Source: an optimization exercise on an open RTL-to-GDS flow (aim: small area, a short achievable clock period and few clock cycles per item). Production flows keep margins and buffers that such runs may drop.
Only simulation tests tie the RTL to the original design; equivalence was not proved.
Power is estimated from default activity; no workload was simulated.

// ascon128_stream
module ascon128_stream #(
    parameter R = 1
)(
input          clk, rst,
input          start, enc,
input  [127:0] key, nonce,
input          in_valid,
output         in_ready,
input   [63:0] in_data,
input    [3:0] in_bytes,
input          in_ad,
output         out_valid,
output  [63:0] out_data,
output         tag_valid,
output [127:0] tag
);
export LEC_CHECK = 0
export CAP_MARGIN = 20
export CORE_MARGIN = 2
export CORE_UTILIZATION = 55
export CTS_CLUSTER_DIAMETER = 100
export CTS_CLUSTER_SIZE = 24
export PLACE_DENSITY = 0.75
export SLEW_MARGIN = 50
export SYNTH_HIERARCHICAL = 1
create_clock -name core_clock -period 10.0 [get_ports {clk}]
standard.sh (not shown) runs the stock make flow with config.mk's settings and CLKGATE_MAP_FILE= SYNTH_SCRIPT=/design/flow/synth_recipe.tcl, a recipe that flattens the netlist after the stock synthesis.
==> flow/flow/run.sh <==
#!/bin/bash
# The standard layout (standard.sh) with two changes to the port
# buffers (every port still gets its own buffer):
#  - plain buf_1 buffers instead of the default delay-cell buffers,
#  - after global placement, the output port buffers become buf_2.
# The make output goes to standard.log.
set -euo pipefail
here=$(cd "$(dirname "$0")" && pwd)
export BUFFER_PORTS_ARGS="-buffer_cell sky130_fd_sc_hd__buf_1"
export POST_GLOBAL_PLACE_TCL="$here/outbuf.tcl"
bash standard.sh > standard.log 2>&1
==> flow/flow/outbuf.tcl <==
# Output port buffers: buf_2 instead of buf_1 (every port keeps its own buffer).
set db [ord::get_db]
set block [ord::get_db_block]
set m2 [$db findMaster sky130_fd_sc_hd__buf_2]
set n 0
foreach bterm [$block getBTerms] {
  if {[$bterm getIoType] ne "OUTPUT"} continue
  set net [$bterm getNet]
  if {$net eq "NULL"} continue
  foreach it [$net getITerms] {
    if {[$it isOutputSignal]} {
      set inst [$it getInst]
      if {[[$inst getMaster] getName] eq "sky130_fd_sc_hd__buf_1"} {
        $inst swapMaster $m2
        incr n
      }
    }
  }
}
puts "outbuf.tcl: $n output buffers now buf_2"
The baseline completed without violations.
Testbench counts at the start, summed over its fixed seeds: cycles 23,122, bytes 19,747.
==> next run, changes <==
==> flow/flow/run.sh (replaced) <==
#!/bin/bash
# The standard layout (standard.sh), with plain buffers (buf_1) on the
# ports instead of the default delay-cell buffers. Every port still gets
# its own buffer. The make output goes to standard.log.
set -euo pipefail
export BUFFER_PORTS_ARGS="-buffer_cell sky130_fd_sc_hd__buf_1"
bash standard.sh > standard.log 2>&1
SLEW_MARGIN = 40   (was 50)
removed: flow/flow/outbuf.tcl
Effect: Synthesized area is unchanged; core utilization came out lower by 2.0 points; via count came out higher by 0.44%; clock power decreases by about 3%; clock skew came out lower by 0.020 ns; power fell by 1.3%.

ascon128_stream, a different RTL version from the one above (not shown whole).
Size in the first run: about 440 flip-flops, roughly 530 I/O pins.
==> flow/design.v (excerpt) <==
module ascon128_stream #(
    parameter R = 1
)(
input          clk, rst,
input          start, enc,
input  [127:0] key, nonce,
input          in_valid,
output         in_ready,
input   [63:0] in_data,
input    [3:0] in_bytes,
input          in_ad,
output         out_valid,
output  [63:0] out_data,
output         tag_valid,
output [127:0] tag
);
Settings: LEC_CHECK=0, CAP_MARGIN=20, CORE_MARGIN=2, CORE_UTILIZATION=40, SLEW_MARGIN=20, SYNTH_HIERARCHICAL=1; clock period 10.0 ns.
==> flow/flow/run.sh <==
#!/bin/bash
# The standard layout (standard.sh), with plain buffers (buf_1) on the
# ports instead of the default delay-cell buffers. Every port still gets
# its own buffer. The make output goes to standard.log.
set -euo pipefail
export BUFFER_PORTS_ARGS="-buffer_cell sky130_fd_sc_hd__buf_1"
bash standard.sh > standard.log 2>&1
The first run produced a clean layout.
Testbench counts at the start, summed over its fixed seeds: cycles 23,122, bytes 19,747.
Edit:
Settings changed: CORE_UTILIZATION 40 to 65, CTS_CLUSTER_DIAMETER set to 100, CTS_CLUSTER_SIZE set to 24, PLACE_DENSITY set to 0.85, SLEW_MARGIN 20 to 50.
Sequential cell count is unchanged.
Sequential power barely changes.
Final cell count went down by a little under a tenth.
Total power went down by about a fifth.
Utilization went up by 29 points.
Clock skew went up by 7.5 ps.
Wire length went down by a few percent.
Fmax went up by a little under a tenth.
Edit:
Settings changed: CORE_UTILIZATION 65 to 55, PLACE_DENSITY 0.85 to 0.75, SLEW_MARGIN 50 to 60.
What happened:
- The new run completed without violations
- power goes up by 1.5%
- register-to-register slack gets better by 190 ps
- die area goes up by 18%
- worst setup slack gets better by 170 ps
- first-iteration DRC count goes down by 26%
- non-clock buffer count goes up by 31
Edit:
Settings changed: CORE_UTILIZATION 55 to 40, CTS_BUF_LIST set to sky130_fd_sc_hd__clkbuf_4 sky130_fd_sc_hd__clkbuf_8 sky130_fd_sc_hd__clkbuf_16, CTS_CLUSTER_DIAMETER 100 to not set, CTS_CLUSTER_SIZE 24 to not set, PLACE_DENSITY 0.75 to not set, SLEW_MARGIN 60 to 50.
=> Wire length goes up by a little under a tenth; via count goes down slightly; die area goes up by well over a third; hold slack loses 17 ps; worst setup slack loses 210 ps.

==> what the ideal ports hide <==
Ports are ideal in the flow. The routed layouts listed here were re-timed in OpenROAD. Step 1: set_driving_cell puts a clkbuf_16 on clk and a buf_2 on each other input, an assumption about the parent block. Step 2 times the ports against the registers' clock, not the clock port: input delays grow and output delays shrink by t, the midpoint of the rising clock arrivals with the driver on. Three values: ideal ports, drivers, drivers and shift; two values: the first two.
run | t, ns | slack for setup (ns) | worst data-port slew with drivers (ns)
the first run of note 1 | 0.684 | 6.376 / 6.376 / 6.376 | 0.09
the second run of note 1 | 0.665 | 6.412 / 6.412 / 6.373 | 0.09
the first run of note 2 | 0.694 | 6.114 / 6.114 / 6.114 | 0.15
the second run of note 2 | 0.682 | 6.413 / 6.413 / 6.413 | 0.12
the third run of note 2 | 0.690 | 6.586 / 6.518 / 6.596 | 0.07
the fourth run of note 2 | 0.684 | 6.379 / 6.379 / 6.379 | 0.16
After both steps setup and hold are still met in every run listed. The setup slack of the second run of note 1, which loses most, moves by 0.000 ns with the drivers and by -0.039 ns with both steps.
